Context: an optimization exercise on an open-source flow, tuned for small area. The choices shown serve that exercise and are no tape-out recipe. At most, simulation tests tie the RTL to the original design; equivalence was not proved. Function not checked in run 1: the RTL went through the layout flow alone. Power and IR drop assume default switching activity.

`design.v`:
```
`timescale 1ns / 1ps
module ClockDivider(
    input clk,
    input reset,
    output wire rise_2Hz,
    output wire rise_4Hz,
    output wire rise_500Hz
);
    reg [14:0] f;
    reg [14:0] h;
    reg [6:0] q;
    assign rise_4Hz   = ((f ^ 15'b110011100110000) & 15'b111011110011110) == 0;
    assign rise_2Hz   = ((h ^ 15'b100111011100010) & 15'b111111100110111) == 0;
    assign rise_500Hz = ((q ^ 7'b0101101) & 7'b0011111) == 0;
    always @(posedge clk or posedge reset) begin
        if (reset) begin
            f <= 15'b001000011001000;
            h <= 15'b011010100110001;
            q <= 7'b0011001;
        end else begin
            f <= {f[13:0], f[14] ^ f[6] ^ rise_4Hz};
            h <= {h[13:0], h[14] ^ h[7] ^ rise_2Hz};
            q <= {q[5:0], ~(q[6] ^ q[3]) ^ rise_500Hz};
        end
    end
endmodule
`timescale 1ns / 1ps
module Debouncer(
    input clk,
    input reset,
    input button,
    output wire debounce
);
    reg button_sync;
    reg button_sync_prev;
    reg [12:0] c;
    wire waiting = ~|c[11:0];
    assign debounce = waiting & c[12];
    wire fb = waiting ? (button_sync & ~button_sync_prev) : (c[12] ^ c[2]);
    always @(posedge clk or posedge reset) begin
        if (reset) begin
            button_sync <= 1'b0;
            c <= 13'd0;
        end else begin
            button_sync <= button;
            c <= {c[11:0], fb};
        end
    end
    always @(posedge clk)
        button_sync_prev <= button_sync;
endmodule
`timescale 1ns / 1ps
module refresher250ms (
    input clk,
    input rst,
    output wire measure,
    output wire trig_done
);
    reg [13:0] r;
    assign measure   = ((r ^ 14'b00001010100000) & 14'b01101111111111) == 0;
    assign trig_done = ((r ^ 14'b00001111001110) & 14'b00010100000001) == 0;
    always @(posedge clk or posedge rst) begin
        if (rst)
            r <= 14'b00010101000000;
        else
            r <= {r[12:0], ~(r[13] ^ r[12]) ^ measure};
    end
endmodule
module UltraSonicSensor (
    input clk,
    input rst,
    input measure,
    input trig_done,
    input echo,
    output wire trig,
    output reg exit_car
);
    localparam IDLE = 2'b00, TRIGGER = 2'b01, WAIT = 2'b11, COUNTECHO = 2'b10;
    reg [1:0] state;
    reg below;
    reg [21:0] ecount;
    wire inIDLE = (state == IDLE);
    wire inCOUNT = (state == COUNTECHO);
    assign trig = (state == TRIGGER);
    wire zero21 = ~|ecount[20:0];
    wire wrap = ecount[21] & zero21;               
    wire at695 = ((ecount ^ 22'b1111111111000000000011) & 22'b0001001001100000000001) == 0;   
    always @(posedge clk or posedge rst) begin
        if (rst) begin
            state <= IDLE;
            exit_car <= 1'b0;
            below <= 1'b1;
        end else begin
            case (state)
                IDLE:      state <= measure ? TRIGGER : IDLE;
                TRIGGER:   state <= trig_done ? WAIT : TRIGGER;
                WAIT:      state <= echo ? COUNTECHO : WAIT;
                COUNTECHO: state <= echo ? COUNTECHO : IDLE;
            endcase
            if (inIDLE)
                exit_car <= below;
            if (inCOUNT)
                below <= (below & ~at695) | wrap;
            else if (state == WAIT)
                below <= 1'b1;
        end
    end
    always @(posedge clk)
        ecount <= {ecount[20:0], inCOUNT & (ecount[21] ^ ecount[20] ^ zero21)};
endmodule
`timescale 1ns / 1ps
module ParkingFSM (
    input wire clk,
    input wire reset,
    input wire entry_sensor,
    input wire exit_sensor,
    input wire [1:0] exit_location,
    output reg door_open,
    output reg full_light,
    output reg [3:0] current_state
);
    wire [3:0] loc_bit = 4'b0001 << exit_location;
    wire full = &current_state;
    wire leave = exit_sensor & |(current_state & loc_bit);
    wire [3:0] free = ~current_state;
    wire [3:0] take = free & ~{free[2:0], 1'b0} & ~{free[1:0], 2'b0} & ~{free[0], 3'b0};
    always @(posedge clk or posedge reset) begin
        if (reset) begin
            current_state <= 4'b0000;
            door_open <= 1'b0;
            full_light <= 1'b0;
        end else begin
            if (exit_sensor)
                current_state <= current_state & ~loc_bit;
            else if (entry_sensor)
                current_state <= current_state | take;
            door_open <= leave | (entry_sensor & ~full);
            full_light <= ~leave & entry_sensor & full;
        end
    end
endmodule
module SevenSegmentDisplay (
    input clk, input reset, input tick, input [3:0] slots,
    output reg [7:0] seg_out, output wire [4:0] anode);
    reg [1:0] mux_index;
    always @(posedge clk or posedge reset)
        if (reset) mux_index <= 2'b00;
        else if (tick) mux_index <= {mux_index[0], ~mux_index[1]};
    assign anode = {1'b0, mux_index == 2'b10, mux_index == 2'b11, mux_index == 2'b01, mux_index == 2'b00};
    function [7:0] seven_seg;
        input [2:0] num;
        case (num)
            3'd0: seven_seg = 8'b00111111;
            3'd1: seven_seg = 8'b00000110;
            3'd2: seven_seg = 8'b01011011;
            3'd3: seven_seg = 8'b01001111;
            3'd4: seven_seg = 8'b01100110;
            default: seven_seg = 8'b01000000;
        endcase
    endfunction
    wire full = &slots;
    reg [2:0] nfree;
    always @(*) case (slots)
        4'b0000: nfree = 3'd4;
        4'b0001, 4'b0010, 4'b0100, 4'b1000: nfree = 3'd3;
        4'b0011, 4'b0101, 4'b0110, 4'b1001, 4'b1010, 4'b1100: nfree = 3'd2;
        4'b1111: nfree = 3'd0;
        default: nfree = 3'd1;
    endcase
    wire [1:0] best = ~slots[0] ? 2'd0 : ~slots[1] ? 2'd1 : ~slots[2] ? 2'd2 : 2'd3;
    reg [2:0] digit;
    always @(*) begin
        case (mux_index)
            2'b00: digit = full ? 3'd5 : {1'b0, best};
            2'b01: digit = full ? 3'd5 : 3'd0;
            2'b11: digit = nfree;
            default: digit = 3'd0;
        endcase
        seg_out = seven_seg(digit);
    end
endmodule
`timescale 1ns / 1ps
module TopModule(
    input wire clk,
    input wire reset,
    input wire entry_sensor,
    input wire exit_sensor,
    input wire [1:0] exit_location,  
    output reg door_status_light,    
    output reg lot_full_light,       
    output wire [3:0] parking_state,
    output wire [7:0] seg_out,
    output wire [4:0] anode,
    input wire echo,
    output trig
);
    wire rise_2Hz, rise_4Hz, rise_500Hz;
    wire measure, trig_done;
    wire entry_pulse;
    wire exit_car;
    wire door_open, full_light;
    ClockDivider clock_divider (
        .clk(clk), .reset(reset),
        .rise_2Hz(rise_2Hz), .rise_4Hz(rise_4Hz), .rise_500Hz(rise_500Hz)
    );
    Debouncer entry_debouncer (
        .clk(clk), .reset(reset), .button(~entry_sensor), .debounce(entry_pulse)
    );
    refresher250ms refresher_inst (
        .clk(clk), .rst(reset), .measure(measure), .trig_done(trig_done)
    );
    UltraSonicSensor sensor (
        .clk(clk), .rst(reset), .measure(measure), .trig_done(trig_done),
        .echo(echo), .trig(trig), .exit_car(exit_car)
    );
    ParkingFSM parking_fsm (
        .clk(clk), .reset(reset),
        .entry_sensor(entry_pulse), .exit_sensor(exit_car), .exit_location(exit_location),
        .door_open(door_open), .full_light(full_light), .current_state(parking_state)
    );
    reg [4:0] door_left;
    always @(posedge clk or posedge reset) begin
        if (reset) begin
            door_status_light <= 1'b0;
            door_left <= 5'd0;
        end else if (door_open) begin
            door_status_light <= 1'b1;
            door_left <= 5'd19;
        end else if (rise_4Hz && (door_status_light || door_left != 5'd0)) begin
            door_status_light <= ~door_status_light;
            if (!door_status_light)
                door_left <= door_left - 5'd1;
        end
    end
    reg [1:0] full_left;
    always @(posedge clk or posedge reset) begin
        if (reset) begin
            lot_full_light <= 1'b0;
            full_left <= 2'd0;
        end else if (full_light) begin
            lot_full_light <= 1'b1;
            full_left <= 2'd2;
        end else if (rise_2Hz && (lot_full_light || full_left != 2'd0)) begin
            lot_full_light <= ~lot_full_light;
            if (!lot_full_light)
                full_left <= full_left - 2'd1;
        end
    end
    SevenSegmentDisplay seven_segment_display (
        .clk(clk), .reset(reset), .tick(rise_500Hz), .slots(parking_state),
        .seg_out(seg_out), .anode(anode)
    );
endmodule
```
`config.mk`:
```
export PLATFORM = sky130hd
export DESIGN_NAME = TopModule
export DESIGN_NICKNAME = TopModule
export VERILOG_FILES = /design/flow/design.v
export SDC_FILE = /design/flow/constraint.sdc
export NUM_CORES = 4
export LEC_CHECK = 0
export CAP_MARGIN = 20
export CORE_MARGIN = 2
export CORE_UTILIZATION = 40
export CTS_BUF_LIST = sky130_fd_sc_hd__clkbuf_8
export SLEW_MARGIN = 20
```
`run.sh`:
```
#!/bin/bash
# synth_recipe.tcl (not shown) runs the flow's synth.tcl, then flattens the netlist and writes it again
# the make line also repeats each setting of config.mk as NAME=value (left out here)
make -C /OpenROAD-flow-scripts/flow DESIGN_CONFIG=/design/flow/config.mk WORK_HOME=/design/flow/orfs CLKGATE_MAP_FILE= SYNTH_SCRIPT=/design/flow/synth_recipe.tcl finish
```
`constraint.sdc`:
```
create_clock -name core_clock -period 10.0 [get_ports {clk}]
set_input_delay 2.0000 -clock core_clock [delete_from_list [all_inputs] [get_ports {clk}]]
set_output_delay 2.0000 -clock core_clock [all_outputs]
set_load 0.01 [all_outputs]
```
==> results of run 1 <==
==> synth_stat cells, types with 2 or more instances <==
| master | count |
|---|---|
| sky130_fd_sc_hd__nor4_1 | 8 |
| sky130_fd_sc_hd__clkbuf_1 | 2 |
| sky130_fd_sc_hd__o31ai_1 | 2 |
| sky130_fd_sc_hd__or2_2 | 2 |
| sky130_fd_sc_hd__nand4_1 | 3 |
| sky130_fd_sc_hd__nor3_1 | 2 |
| sky130_fd_sc_hd__xnor2_1 | 7 |
| sky130_fd_sc_hd__nand3_1 | 5 |
| sky130_fd_sc_hd__mux2_2 | 2 |
| sky130_fd_sc_hd__a21oi_1 | 5 |
| sky130_fd_sc_hd__nor2_1 | 17 |
| sky130_fd_sc_hd__nor3b_1 | 3 |
| sky130_fd_sc_hd__or4_1 | 3 |
| sky130_fd_sc_hd__dfxtp_1 | 23 |
| sky130_fd_sc_hd__buf_4 | 4 |
| sky130_fd_sc_hd__and3_1 | 2 |
| sky130_fd_sc_hd__dfrtp_1 | 68 |
| sky130_fd_sc_hd__nor4b_1 | 2 |
| sky130_fd_sc_hd__nor4bb_1 | 6 |
| sky130_fd_sc_hd__o41ai_1 | 2 |
| sky130_fd_sc_hd__nand2b_1 | 4 |
| sky130_fd_sc_hd__dfstp_2 | 18 |
| sky130_fd_sc_hd__inv_1 | 16 |
| sky130_fd_sc_hd__o21ai_0 | 9 |
| sky130_fd_sc_hd__mux2i_1 | 6 |
| sky130_fd_sc_hd__nor2b_1 | 5 |
| sky130_fd_sc_hd__xor2_1 | 5 |
| sky130_fd_sc_hd__ha_1 | 7 |
| sky130_fd_sc_hd__nand2_1 | 11 |
==> per-layer routing <==
metal	global-route usage	vias to the layer above
met1	0.155	1033
met5	0	-
li1	-	994
met2	0.179	15
met3	0.0395	7
met4	0.0348	0
==> logic make-up (layout without fill, tap and decap cells) <==
| group | after synthesis | count (layout) | share of synthesized area |
|---|---|---|---|
| flip-flops | 109 | 109 | 0.704 |
| XOR/XNOR | 12 | 12 | 0.0281 |
| AND/OR/NAND/NOR | 81 | 81 | 0.133 |
| other | 1 | 2 | 0.00100 |
| multiplexers | 10 | 10 | 0.0311 |
| adder cells (fa/ha/maj) | 7 | 7 | 0.0234 |
| AO/OA/AOI/OAI | 29 | 29 | 0.0522 |
| buffers and inverters | 23 | 56 | 0.0271 |
==> power by group through the flow <==
stage / clock [mW] / sequential, mW / combinational [mW]
final: 0.267 / 0.483 / 0.0193
after CTS: 0.279 / 0.484 / 0.0199
after global routing: 0.294 / 0.487 / 0.0232
after floorplan: 0 / 0.487 / 0.0146
after global placement: 0 / 0.492 / 0.0197
after detailed placement: 0 / 0.491 / 0.0197
==> per-stage QoR <==
step / util / cells / area, µm²
floorplan: - / 273 / 3750
global route: 0.469 / 417 / 4290
detailed placement: 0.446 / 401 / 4080
finish: 0.469 / 417 / 4290
CTS: 0.468 / 417 / 4290
global placement: 0.446 / 401 / 4080
==> how the worst max path moves through the flow <==
stage	startpoint	cells past startpoint	end	slack, ns
floorplan	reset	1	clock_divider.f[0]	5.81
global placement	parking_fsm.current_state[0]	7	seg_out[3]	5.70
detailed placement	parking_fsm.current_state[0]	7	seg_out[0]	5.68
CTS	parking_fsm.current_state[0]	7	seg_out[0]	5.25
global route	parking_fsm.current_state[0]	7	seg_out[6]	5.08
finish	parking_fsm.current_state[0]	7	seg_out[0]	5.27
==> sequential cells by signal, indices dropped and copies added, names as in the netlist <==
signal and cells:
clock_divider.q 7, full_left 2, sensor.below 1, lot_full_light 1
clock_divider.h 15, door_status_light 1, parking_fsm.current_state 4, entry_debouncer.button_sync_prev 1
sensor.ecount 22, parking_fsm.door_open 1, entry_debouncer.c 13, entry_debouncer.button_sync 1
clock_divider.f 15, sensor.exit_car 1, seven_segment_display.mux_index 2, door_left 5
refresher_inst.r 14, sensor.state 2, parking_fsm.full_light 1
==> cell type report <==
type                            count  area share
Inverter                           16      0.0143
Clock buffer                        9      0.0289
Timing Repair Buffer               24      0.0563
Tap cell                          111      0.0324
Clock inverter                      7      0.0187
Multi-Input combinational cell    141       0.235
Sequential cell                   109       0.614
==> worst register-to-register path, cell delays in order, from the launching register on <==
cell and delay (ns):
sky130_fd_sc_hd__dfrtp_1 0.39, sky130_fd_sc_hd__or4_1 0.55, sky130_fd_sc_hd__or4_1 0.71, sky130_fd_sc_hd__nor4_4 0.20
sky130_fd_sc_hd__mux2_1 0.34
==> run notes, run 1 <==
| Metric | Reported | Unit |
|---|---|---|
| Outcome | no timing/DRC/antenna violations | - |
| Switching power share of the total | 0.228 | - |
| CTS Buf Count | 9 | - |
| Crit-path leading delay family | buffers and inverters | - |
| Die footprint | 10100 | µm² |
| Crit path kind | flip-flop to output port | - |
| Final Max Slew Viols | 0 | - |
| Std cell rows | 35 | - |
| X dimension of the die | 101 | µm |
| Final critical delay including setup and external delays | 4.73 | ns |
| Max incr delay on CP | 0.57 | ns |
| Commonest cells after routing, fill and taps aside | 68 x sky130_fd_sc_hd__dfrtp_1, 23 x sky130_fd_sc_hd__dfxtp_1, 23 x sky130_fd_sc_hd__clkdlybuf4s50_1 | - |
| Worst VDD drop | 0.0000996 | V |
| Worst reg2reg path depth | 4 | - |
| Hold_buf cts | 0 | - |
| Final total negative setup slack | 0 | ns |
| Ordered cell list for the critical path | inv_1 > ha_1 > nor2b_1 > a2111oi_0 > nor3_1 > a21oi_1 > clkdlybuf4s50_1 | - |
| Startpoint of the lowest-slack register-to-register path | clock_divider.f[2] | - |
| Maximum capacitance violations | 0 | - |
| Post-DRT Antenna Nets | 0 | - |
| CTS Root Cell | sky130_fd_sc_hd__clkbuf_8 | - |
| Depth of the worst hold-timing path | 0 | - |
| Fillcell total | 840 | - |
| Setup-failing EPs final | 0 | - |
| Met1 WL | 2690 | µm |
| # Post-CTS Setup Buffers | 0 | - |
| Gpl congestion | 0.753 | - |
| Aggregate global routing overflow | 0 | - |
| Met3 routed WL | 142 | µm |
| Multi-input logic area | 1010 | µm² |
| Design Power | 0.770 | mW |
| Logic gate share of total power | 0.025 | - |
| CTS tree | yes | - |
| H-tree Lvls | 3 | - |
| Register Area | 2640 | µm² |
| Most common cell after layout, fill and taps aside | sky130_fd_sc_hd__dfrtp_1 | - |
| Placeable Area | 9150 | µm² |
| Count of buffers inserted at the top-level ports | 23 | - |
| Static Leak | 1.87 | nW |
| Worst reg2reg setup slack | 7.71 | ns |
| Die H | 101 | µm |
| Sequential group share of total power | 0.628 | - |
| Endpoint of the lowest-slack register-to-register path | door_left[3] | - |
| Number of hold violations in the final report | 0 | - |
| Top post-synthesis cells by area | sky130_fd_sc_hd__dfrtp_1 45%, sky130_fd_sc_hd__dfstp_2 13%, sky130_fd_sc_hd__dfxtp_1 12% | - |
| Tcrit/Tclk final | 0.473 | - |
| HPWL after detailed placement | 3550 | µm |
| Wire length of the first global-routing pass | 9330 | µm |
| Post-synth cell types | 52 | - |
| Detailed Route WL | 5490 | µm |
| Primary FF master, synth | sky130_fd_sc_hd__dfrtp_1 | - |
| Vias per std cell | 4.91 | - |
| Cell Area, Synth | 3740 | µm² |
| Ratio of cells with drive above 1 in the final layout | 0.141 | - |
| Effective utilization at floorplan | 0.409 | - |
| I/O pin cnt | 27 | - |
| Via count of the routed design | 2049 | - |
| Count of cells resized by post-cts repair | 0 | - |
| GRT Resource Usage Total | 0.116 | - |
| Number of antenna violations at the first check in global routing | 0 | - |
| Type of the worst min-delay path | flip-flop to flip-flop | - |
| Least setup slack across all paths after layout | 5.27 | ns |
| Critical path data arrival time | 2.73 | ns |
| Routed wl met2 | 2600 | µm |
| Critical path capture point type | output port | - |
| Cell taking the most area after synthesis | sky130_fd_sc_hd__dfrtp_1 | - |
| Worst hold path startpoint | sensor.ecount[6] | - |
| Register bit count reported by yosys | 109 | - |
| CTS sink count | 109 | - |
| Area share of the largest cell type after synthesis | 0.455 | - |
| Pwr per Cell Area | 179 | nW/µm² |
| Detailed router's first-iteration violation count | 73 | - |
| Clock share of power | 0.347 | - |
| Fmax | 211 | MHz |
| Yosys warning total | 7 | - |
| Share of flip-flops with an asynchronous set or reset after synthesis | 0.789 | - |
| Cells after Synth | 272 | - |
| Seq/Total Area, Yosys | 0.704 | - |
| EDFF count, synth | 0 | - |
| Setup repair after global routing missed its margin | false | - |
| Capture endpoint of the worst hold path | sensor.ecount[7] | - |
| Largest fanout on the critical path | 8 | - |
| Net count reported at finish | 315 | - |
| Dpl ws | 5.68 | ns |
| Min Hold Slack | 0.344 | ns |
| Drt first pass iters | 4 | - |
| Growth of design area from synthesis to finish | 14.6 | % |
| Setup skew after layout | 0.0136 | ns |
| Max layer used | met4 | - |
| Data required time of the worst path | 8.00 | ns |
| Later-pin clock latency in the skew report | 0.36 | ns |
| Routed length per placed instance | 13.2 | µm |
| Startpoint class of the critical path | flip-flop | - |
| Number of buffer and inverter instances along the worst setup path | 2 | - |
| Clock transition at the registers of the reported paths | 0.11 | ns |
| Number of global-route vias before repair | 2030 | - |
| Total internal power | 0.594 | mW |
| Number of buffers on the longest clock path | 2 | - |
| Avg Inst Size Synth | 13.8 | µm² |
| Net load switching power | 0.176 | mW |
| Post-route DRC violation count | 0 | - |
| ANT cells | 0 | - |
| Worst path slowest cell | sky130_fd_sc_hd__clkdlybuf4s50_1 | - |
| Maximum number of pins on one net before global-route repair | 87 | - |
| Slew at the pin closest to its max-slew limit | 0.738 | ns |
| Max_slew headroom | 0.508 | - |
==> run 2, diff against run 1 <==
--- a/design.v
+++ b/design.v
@@ -35,6 +35,8 @@
     reg button_sync_prev;
-    reg [12:0] c;
-    wire waiting = ~|c[11:0];
-    assign debounce = waiting & c[12];
-    wire fb = waiting ? (button_sync & ~button_sync_prev) : (c[12] ^ c[2]);
+    reg busy;
+    reg c_top;
+    reg [11:0] c_low;
+    wire [12:0] c = {c_top, c_low};
+    wire last = ((c ^ 13'b1100000000000) & 13'b1011111111111) == 0;
+    assign debounce = ~busy & c_top;
     always @(posedge clk or posedge reset) begin
@@ -42,10 +44,14 @@
             button_sync <= 1'b0;
-            c <= 13'd0;
+            busy <= 1'b0;
+            c_top <= 1'b0;
         end else begin
             button_sync <= button;
-            c <= {c[11:0], fb};
-        end
-    end
-    always @(posedge clk)
+            busy <= busy ? ~last : (button_sync & ~button_sync_prev);
+            c_top <= busy & c_low[11];
+        end
+    end
+    always @(posedge clk) begin
         button_sync_prev <= button_sync;
+        c_low <= busy ? {c_low[10:0], ~(c[12] ^ c[2])} : 12'd0;
+    end
 endmodule
@@ -142,29 +148,31 @@
 module SevenSegmentDisplay (
-    input clk, input reset, input tick, input [3:0] slots,
-    output reg [7:0] seg_out, output wire [4:0] anode);
+    input clk,
+    input reset,
+    input tick,
+    input [3:0] slots,
+    output reg [7:0] seg_out,
+    output reg [4:0] anode
+);
     reg [1:0] mux_index;
-    always @(posedge clk or posedge reset)
-        if (reset) mux_index <= 2'b00;
-        else if (tick) mux_index <= {mux_index[0], ~mux_index[1]};
-    assign anode = {1'b0, mux_index == 2'b10, mux_index == 2'b11, mux_index == 2'b01, mux_index == 2'b00};
     function [7:0] seven_seg;
         input [2:0] num;
-        case (num)
-            3'd0: seven_seg = 8'b00111111;
-            3'd1: seven_seg = 8'b00000110;
-            3'd2: seven_seg = 8'b01011011;
-            3'd3: seven_seg = 8'b01001111;
-            3'd4: seven_seg = 8'b01100110;
-            default: seven_seg = 8'b01000000;
-        endcase
+        begin
+            case (num)
+                3'd0: seven_seg = 8'b00111111;
+                3'd1: seven_seg = 8'b00000110;
+                3'd2: seven_seg = 8'b01011011;
+                3'd3: seven_seg = 8'b01001111;
+                3'd4: seven_seg = 8'b01100110;
+                default: seven_seg = 8'b01000000;
+            endcase
+        end
     endfunction
+    always @(posedge clk or posedge reset) begin
+        if (reset)
+            mux_index <= 2'b00;
+        else if (tick)
+            mux_index <= mux_index + 2'b01;
+    end
     wire full = &slots;
-    reg [2:0] nfree;
-    always @(*) case (slots)
-        4'b0000: nfree = 3'd4;
-        4'b0001, 4'b0010, 4'b0100, 4'b1000: nfree = 3'd3;
-        4'b0011, 4'b0101, 4'b0110, 4'b1001, 4'b1010, 4'b1100: nfree = 3'd2;
-        4'b1111: nfree = 3'd0;
-        default: nfree = 3'd1;
-    endcase
+    wire [2:0] nfree = {2'b00, ~slots[0]} + {2'b00, ~slots[1]} + {2'b00, ~slots[2]} + {2'b00, ~slots[3]};
     wire [1:0] best = ~slots[0] ? 2'd0 : ~slots[1] ? 2'd1 : ~slots[2] ? 2'd2 : 2'd3;
@@ -173,6 +181,6 @@
         case (mux_index)
-            2'b00: digit = full ? 3'd5 : {1'b0, best};
-            2'b01: digit = full ? 3'd5 : 3'd0;
-            2'b11: digit = nfree;
-            default: digit = 3'd0;
+            2'b00: begin digit = full ? 3'd5 : {1'b0, best}; anode = 5'b00001; end
+            2'b01: begin digit = full ? 3'd5 : 3'd0;         anode = 5'b00010; end
+            2'b10: begin digit = nfree;                       anode = 5'b00100; end
+            default: begin digit = 3'd0;                      anode = 5'b01000; end
         endcase
--- a/config.mk
+++ b/config.mk
@@ -10,3 +10,2 @@
 export CORE_UTILIZATION = 40
-export CTS_BUF_LIST = sky130_fd_sc_hd__clkbuf_8
 export SLEW_MARGIN = 20
==> run 2 against run 1 <==
Effect of this change:
- still clean
- sequential share of layout area fell by 2.0 points
- hold slack improved by 0.0059 ns
- clock skew rose by 0.00079 ns
- combinational power rose to 4.2 times the previous value
- critical path depth rose by 1
- cell area rose by 2.0%
- maximum frequency fell by 7.3%
- die area rose by 1.6%
- critical path type unchanged
==> run notes, run 2 <==
| Metric | Reported | Unit |
|---|---|---|
| Biggest register | sensor.ecount | - |
| Area share of the largest cell type after synthesis | 0.375 | - |
| Avg Inst Size Synth | 13.4 | µm² |
| Type of the worst min-delay path | flip-flop to flip-flop | - |
| Ratio of cells with drive above 1 in the final layout | 0.138 | - |
| Most common cell after layout, fill and taps aside | sky130_fd_sc_hd__dfrtp_1 | - |
| CTS sink count | 110 | - |
| Number of hold violations in the final report | 0 | - |
| Worst reg2reg path depth | 4 | - |
| Die footprint | 10300 | µm² |
| Detailed Route WL | 5940 | µm |
| Final critical delay including setup and external delays | 5.10 | ns |
| Tcrit/Tclk final | 0.510 | - |
| Later-pin clock latency in the skew report | 0.37 | ns |
| Max_slew headroom | 0.402 | - |
| Wire length of the first global-routing pass | 9930 | µm |
| Post-synth cell types | 57 | - |
| Post-route DRC violation count | 0 | - |
| Net count reported at finish | 333 | - |
| CTS tree | yes | - |
| Max incr delay on CP | 0.52 | ns |
| H-tree Lvls | 3 | - |
| Worst path slowest cell | sky130_fd_sc_hd__dfrtp_1 | - |
| Biggest regs | sensor.ecount x22, clock_divider.f x15, clock_divider.h x15 | - |
| WP depth | 8 | - |
| Final total negative setup slack | 0 | ns |
| Cells after Synth | 284 | - |
| Setup-failing EPs final | 0 | - |
| Met3 routed WL | 232 | µm |
| Fmax | 196 | MHz |
| Number of global-route vias before repair | 2098 | - |
| Gpl congestion | 0.778 | - |
| CTS Buf Count | 9 | - |
| Commonest cells post-synth | 57 x sky130_fd_sc_hd__dfrtp_1, 35 x sky130_fd_sc_hd__dfxtp_1, 19 x sky130_fd_sc_hd__inv_1, 18 x sky130_fd_sc_hd__dfstp_2, 14 x sky130_fd_sc_hd__nand2_1 | - |
| Placed cell count | 432 | - |
| Met1 WL | 2980 | µm |
| Aggregate global routing overflow | 0 | - |
| Worst VDD drop | 0.000148 | V |
| Number of buffer and inverter instances along the worst setup path | 2 | - |
| Maximum number of pins on one net before global-route repair | 76 | - |
| Routed length per placed instance | 13.3 | µm |
| Start point of the critical path | parking_fsm.current_state[0] | - |
| GRT Resource Usage Total | 0.127 | - |
| Static Leak | 1.91 | nW |
| Hold_buf cts | 0 | - |
| Crit path kind | flip-flop to output port | - |
| Ordered cell list for the critical path | inv_1 > ha_1 > fa_1 > ha_1 > a32oi_1 > a21oi_1 > or2_2 > clkdlybuf4s50_1 | - |
| EDFF count, synth | 0 | - |
| Crit path capture | seg_out[3] | - |
| Growth of design area from synthesis to finish | 15.0 | % |
| Drt first pass iters | 4 | - |
| Number of buffers on the longest clock path | 2 | - |
| Seq/Total Area, Yosys | 0.683 | - |
| Post-DRT Antenna Nets | 0 | - |
| I/O pin cnt | 27 | - |
| Largest fanout on the critical path | 8 | - |
| Placeable Area | 9240 | µm² |
| HPWL after detailed placement | 4010 | µm |
| Data required time of the worst path | 8.00 | ns |
| Std cell rows | 35 | - |
| CTS Root Cell | sky130_fd_sc_hd__clkbuf_8 | - |
| X dimension of the die | 102 | µm |
| Setup skew after layout | 0.0144 | ns |
| Count of buffers inserted at the top-level ports | 23 | - |
| Cell occurring most often along the worst timing path | sky130_fd_sc_hd__ha_1 | - |
| Startpoint class of the critical path | flip-flop | - |
| Via count of the routed design | 2118 | - |
| Detailed router's first-iteration violation count | 55 | - |
| Most frequent cell after synthesis | sky130_fd_sc_hd__dfrtp_1 | - |
| Max layer used | met4 | - |
| Pwr per Cell Area | 193 | nW/µm² |
| Effective utilization at floorplan | 0.412 | - |
| Register bit count reported by yosys | 110 | - |
| Number of antenna violations at the first check in global routing | 0 | - |
| Worst reg2reg setup slack | 8.27 | ns |
| Startpoint of the lowest-slack register-to-register path | clock_divider.h[5] | - |
| Cell taking the most area after synthesis | sky130_fd_sc_hd__dfrtp_1 | - |
| Routed wl met2 | 2650 | µm |
| Commonest cells after routing, fill and taps aside | 57 x sky130_fd_sc_hd__dfrtp_1, 35 x sky130_fd_sc_hd__dfxtp_1, 23 x sky130_fd_sc_hd__clkdlybuf4s50_1 | - |
| Slew at the pin closest to its max-slew limit | 0.898 | ns |
| Count of cells resized by post-cts repair | 0 | - |
| Vias per std cell | 4.73 | - |
| Die H | 102 | µm |
| Critical path data arrival time | 3.10 | ns |
| Top post-synthesis cells by area | sky130_fd_sc_hd__dfrtp_1 37%, sky130_fd_sc_hd__dfxtp_1 18%, sky130_fd_sc_hd__dfstp_2 12% | - |
| Crit-path leading delay family | adder cells | - |
| Maximum capacitance violations | 0 | - |
| Clock transition at the registers of the reported paths | 0.11 | ns |
| Yosys warning total | 7 | - |
| Number of non-filler instances in the completed layout | 448 | - |
| Final Max Slew Viols | 0 | - |
| Cell Area, Synth | 3800 | µm² |
| Share of flip-flops with an asynchronous set or reset after synthesis | 0.682 | - |
| # Post-CTS Setup Buffers | 0 | - |
| Setup repair after global routing missed its margin | false | - |
| ANT cells | 0 | - |
| Endpoint of the lowest-slack register-to-register path | full_left[1] | - |
| Primary FF master, synth | sky130_fd_sc_hd__dfrtp_1 | - |
| Critical path capture point type | output port | - |
| Flip-flop count of the largest register, all copies and words added | 22 | - |
| Outcome | no timing/DRC/antenna violations | - |
## run 2: changes by cell type after synthesis, sizes merged, moves of 3 or more
cell / change
o21ai: -3
ha: +4
dfxtp: +12
inv: +3
dfrtp: -11
a31oi: +3
and2: +12
nand2b: -3
nor2: -5
nand2: +3
## run 2: layer usage
metal,global-route usage,up-vias
met3,0.0483,8
met5,0,-
li1,-,1041
met1,0.172,1037
met2,0.185,32
met4,0.0478,0
## run 2: worst min path at each step
stage                    endpoint                from  cells past startpoint  slack [ns]
2_1_floorplan   sensor.ecount[14]   sensor.ecount[13]                      0        0.33
3_3_place_gp   clock_divider.h[7]  clock_divider.h[6]                      0        0.33
3_5_place_dp   clock_divider.h[7]  clock_divider.h[6]                      0        0.34
4_1_cts         sensor.ecount[20]   sensor.ecount[19]                      0        0.35
5_1_grt         sensor.ecount[14]   sensor.ecount[13]                      0        0.36
6_report        sensor.ecount[14]   sensor.ecount[13]                      0        0.35
## run 2: cell families after synthesis
| logic type | count (synthesis) | synth area share |
|---|---|---|
| flops | 110 | 0.683 |
| other cells | 1 | 0.000986 |
| buf+inv | 25 | 0.0279 |
| mux | 7 | 0.0220 |
| fa+ha+maj | 12 | 0.0414 |
| compound gates | 32 | 0.0585 |
| xor+xnor | 9 | 0.0207 |
| simple gates | 88 | 0.145 |
## run 2: per-stage QoR
stage / worst slack (ns) / cell area [µm²] / util / hold WS (ns) / power [mW]
6_report: 4.90 / 4370 / 0.473 / 0.350 / 0.846
2_1_floorplan: 5.79 / 3810 / - / 0.331 / 0.550
3_5_place_dp: 5.30 / 4170 / 0.452 / 0.338 / 0.586
5_1_grt: 4.70 / 4370 / 0.473 / 0.363 / 0.894
3_3_place_gp: 5.34 / 4170 / 0.452 / 0.334 / 0.584
4_1_cts: 4.85 / 4370 / 0.473 / 0.353 / 0.860
## run 2: power breakdown
group	leakage (nW)	internal (mW)	switching, mW
registers	1.16	0.475	0.0202
logic	0.640	0.0447	0.0367
clock network	0.104	0.121	0.149
total	1.91	0.640	0.206
## run 2: cell type report
cell class              instances  area, µm²
inverters                      19       71.3
fillers                       810       4870
clock inverters                 6       73.8
repair buffers                 24        238
flip-flops and latches        110       2600
clock buffers                  10        128
well taps                     129        161
multi-input cells             150       1100
==> run 3, diff against run 2 <==
--- a/config.mk
+++ b/config.mk
@@ -7,5 +7,6 @@
 export LEC_CHECK = 0
+export ABC_AREA = 1
 export CAP_MARGIN = 20
 export CORE_MARGIN = 2
-export CORE_UTILIZATION = 40
+export CORE_UTILIZATION = 65
 export SLEW_MARGIN = 20
==> run 3 against run 2 <==
Effect of this change:
- cell area up 3.2%
- routed wire length up 7.2%
- critical path depth up 1
- flip-flop and latch count unchanged
- clock skew down 0.0039 ns
- first-iteration DRC count up 89%
- maximum frequency up 4.0%
- sequential share of layout area down 1.8 points
- die area down 34%
==> run notes, run 3 <==
| Metric | Reported | Unit |
|---|---|---|
| Pwr per Cell Area | 189 | nW/µm² |
| Fmax | 204 | MHz |
| Biggest regs | sensor.ecount x22, clock_divider.f x15, clock_divider.h x15 | - |
| Tcrit/Tclk final | 0.491 | - |
| Wire length of the first global-routing pass | 10600 | µm |
| Later-pin clock latency in the skew report | 0.36 | ns |
| Yosys warning total | 7 | - |
| CTS tree | yes | - |
| Maximum number of pins on one net before global-route repair | 76 | - |
| Final total negative setup slack | 0 | ns |
| Max_slew headroom | 0.406 | - |
| Placed cell count | 490 | - |
| Design Power | 0.853 | mW |
| Post-route DRC violation count | 0 | - |
| I/O pin cnt | 27 | - |
| Detailed Route WL | 6370 | µm |
| Cells after Synth | 394 | - |
| Final Max Slew Viols | 0 | - |
| Most common cell after layout, fill and taps aside | sky130_fd_sc_hd__nand2_1 | - |
| EDFF count, synth | 0 | - |
| Avg Inst Size Synth | 10.1 | µm² |
| Top post-synthesis cells by area | sky130_fd_sc_hd__dfrtp_1 36%, sky130_fd_sc_hd__dfxtp_1 18%, sky130_fd_sc_hd__dfstp_2 12% | - |
| Final critical delay including setup and external delays | 4.91 | ns |
| H-tree Lvls | 3 | - |
| Data required time of the worst path | 8.00 | ns |
| Post-DRT Antenna Nets | 0 | - |
| Hold_buf cts | 0 | - |
| Growth of design area from synthesis to finish | 13.0 | % |
| Util after Layout | 0.762 | - |
| Ratio of cells with drive above 1 in the final layout | 0.109 | - |
| Most frequent cell after synthesis | sky130_fd_sc_hd__nand2_1 | - |
| Commonest cells after routing, fill and taps aside | 79 x sky130_fd_sc_hd__nand2_1, 60 x sky130_fd_sc_hd__inv_1, 57 x sky130_fd_sc_hd__dfrtp_1 | - |
| Largest fanout on the critical path | 6 | - |
| Number of antenna violations at the first check in global routing | 0 | - |
| Via count of the routed design | 2538 | - |
| X dimension of the die | 82.4 | µm |
| Type of the worst min-delay path | flip-flop to flip-flop | - |
| Count of cells resized by post-cts repair | 0 | - |
| Die H | 82.4 | µm |
| Number of hold violations in the final report | 0 | - |
| Effective utilization at floorplan | 0.675 | - |
| Commonest cells post-synth | 79 x sky130_fd_sc_hd__nand2_1, 61 x sky130_fd_sc_hd__inv_1, 57 x sky130_fd_sc_hd__dfrtp_1, 41 x sky130_fd_sc_hd__nor2_1, 35 x sky130_fd_sc_hd__dfxtp_1 | - |
| Number of global-route vias before repair | 2402 | - |
| Register bit count reported by yosys | 110 | - |
| Setup-failing EPs final | 0 | - |
| Vias per std cell | 5.02 | - |
| Detailed router's first-iteration violation count | 104 | - |
| # Post-CTS Setup Buffers | 0 | - |
| Biggest register | sensor.ecount | - |
| Count of buffers inserted at the top-level ports | 23 | - |
| Cell Area, Synth | 3990 | µm² |
| CTS Buf Count | 9 | - |
| Critical path capture point type | output port | - |
| Std cell rows | 28 | - |
| Net count reported at finish | 445 | - |
| Flip-flop count of the largest register, all copies and words added | 22 | - |
| Drt first pass iters | 4 | - |
| Static Leak | 2.16 | nW |
| Cell taking the most area after synthesis | sky130_fd_sc_hd__dfrtp_1 | - |
| HPWL after detailed placement | 4260 | µm |
| Seq/Total Area, Yosys | 0.651 | - |
| Critical path data arrival time | 2.91 | ns |
| CTS sink count | 110 | - |
| ANT cells | 0 | - |
| Finished layout cell area | 4510 | µm² |
| Total placed instance area | 4300 | µm² |
| Post-synth cell types | 35 | - |
| Placeable Area | 5920 | µm² |
| Worst VDD drop | 0.000131 | V |
| Die footprint | 6790 | µm² |
| Setup skew after layout | 0.0104 | ns |
| Share of flip-flops with an asynchronous set or reset after synthesis | 0.682 | - |
| Slew at the pin closest to its max-slew limit | 0.891 | ns |
| Outcome | no timing/DRC/antenna violations | - |
| Clock transition at the registers of the reported paths | 0.10 | ns |
| Routed length per placed instance | 12.6 | µm |
| Setup repair after global routing missed its margin | false | - |
| Number of buffers on the longest clock path | 2 | - |
| Crit path kind | flip-flop to output port | - |
| Area share of the largest cell type after synthesis | 0.357 | - |
| Startpoint class of the critical path | flip-flop | - |
| CTS Root Cell | sky130_fd_sc_hd__clkbuf_8 | - |
| Primary FF master, synth | sky130_fd_sc_hd__dfrtp_1 | - |
| GRT Resource Usage Total | 0.212 | - |
| Aggregate global routing overflow | 0 | - |
| Maximum capacitance violations | 0 | - |
| Number of non-filler instances in the completed layout | 506 | - |
| Gpl congestion | 0.757 | - |
-- run 3: cell families (layout without fill, tap and decap cells) --
| kind of cell | count (synthesis) | in the layout | share of synthesized area |
|---|---|---|---|
| flip-flops | 110 | 110 | 0.651 |
| buffers and inverters | 66 | 102 | 0.0648 |
| other | 1 | 2 | 0.000939 |
| AO/OA/AOI/OAI | 23 | 23 | 0.0301 |
| XOR/XNOR | 9 | 9 | 0.0197 |
| AND/OR/NAND/NOR | 173 | 173 | 0.194 |
| adder cells (fa/ha/maj) | 12 | 12 | 0.0395 |
-- run 3: worst paths after layout --
kind | from | endpoint | slack (ns) | cells past startpoint
max in group asynchronous | reset | door_left[1] | 7.20 | 3
worst max-delay path | parking_fsm.current_state[0] | seg_out[3] | 5.09 | 9
worst min-delay path | sensor.ecount[14] | sensor.ecount[15] | 0.35 | 0
worst min register to register | sensor.ecount[14] | sensor.ecount[15] | 0.35 | 0
min in group asynchronous | reset | entry_debouncer.button_sync | 2.20 | 3
worst max register to register | door_left[0] | door_left[1] | 8.61 | 9
-- run 3: worst max-delay path, cell delays in order, from the launching register on --
cell and delay, ns:
sky130_fd_sc_hd__dfrtp_1 0.46, sky130_fd_sc_hd__inv_1 0.09, sky130_fd_sc_hd__ha_1 0.33, sky130_fd_sc_hd__fa_1 0.38
sky130_fd_sc_hd__ha_1 0.28, sky130_fd_sc_hd__nand2_1 0.05, sky130_fd_sc_hd__nand2_1 0.07, sky130_fd_sc_hd__nand2_1 0.08
sky130_fd_sc_hd__a31oi_1 0.22, sky130_fd_sc_hd__clkdlybuf4s50_1 0.57
-- run 3: per-stage QoR --
step                hold slack [ns]  worst slack, ns
global placement              0.333             5.56
detailed placement            0.335             5.55
floorplan                     0.324             5.91
global route                  0.359             4.92
finish                        0.349             5.09
CTS                           0.355             5.11
-- run 3: cell type report --
class                      count  area [µm²]
clock buffer                  12         176
sequential                   110        2600
multi-input combinational    219        1140
tap                           75        93.8
clock inverter                 4        35.0
inverter                      62         233
timing repair buffer          24         238
fill                         398        1410
-- run 3: per-layer routing --
metal / global-route usage / part of all wire / vias to the layer above
li1: - / - / 1275
met1: 0.264 / 0.46 / 1230
met2: 0.349 / 0.50 / 27
met3: 0.0685 / 0.030 / 6
met4: 0.0767 / 0.012 / 0
met5: 0 / 0 / -
-- run 3: power by group --
part / switching [mW] / leakage, nW / total (mW) / internal (mW)
sequential: 0.0177 / 1.18 / 0.492 / 0.474
clock: 0.147 / 0.108 / 0.269 / 0.122
combinational: 0.0487 / 0.870 / 0.0920 / 0.0434
total: 0.214 / 2.16 / 0.853 / 0.639

-- port drivers added, routing unchanged --
Ports are ideal in the flow. The routed layouts listed here were re-timed in OpenROAD.
Step 1, drivers: a clkbuf_16 drives clk and a buf_2 each remaining input, both assumed.
Step 2 adds t to the input delays and takes it off the output delays; t is the mean of the earliest and latest rising clock arrival at the registers after step 1. Input paths then give back, and output paths get back, about the clock's delay inside the block.
a / b / c = ideal ports / drivers / drivers and shift; a / b = the first two.
| run | t (ns) | setup WS [ns] | cell pins on the clock port's net |
|---|---|---|---|
| run 1 | 0.383 | 5.270 / 5.240 / 5.623 | 1 |
| run 2 | 0.393 | 4.899 / 4.867 / 5.259 | 1 |
| run 3 | 0.391 | 5.094 / 5.062 / 5.453 | 1 |
After both steps setup and hold are still met in every run listed.
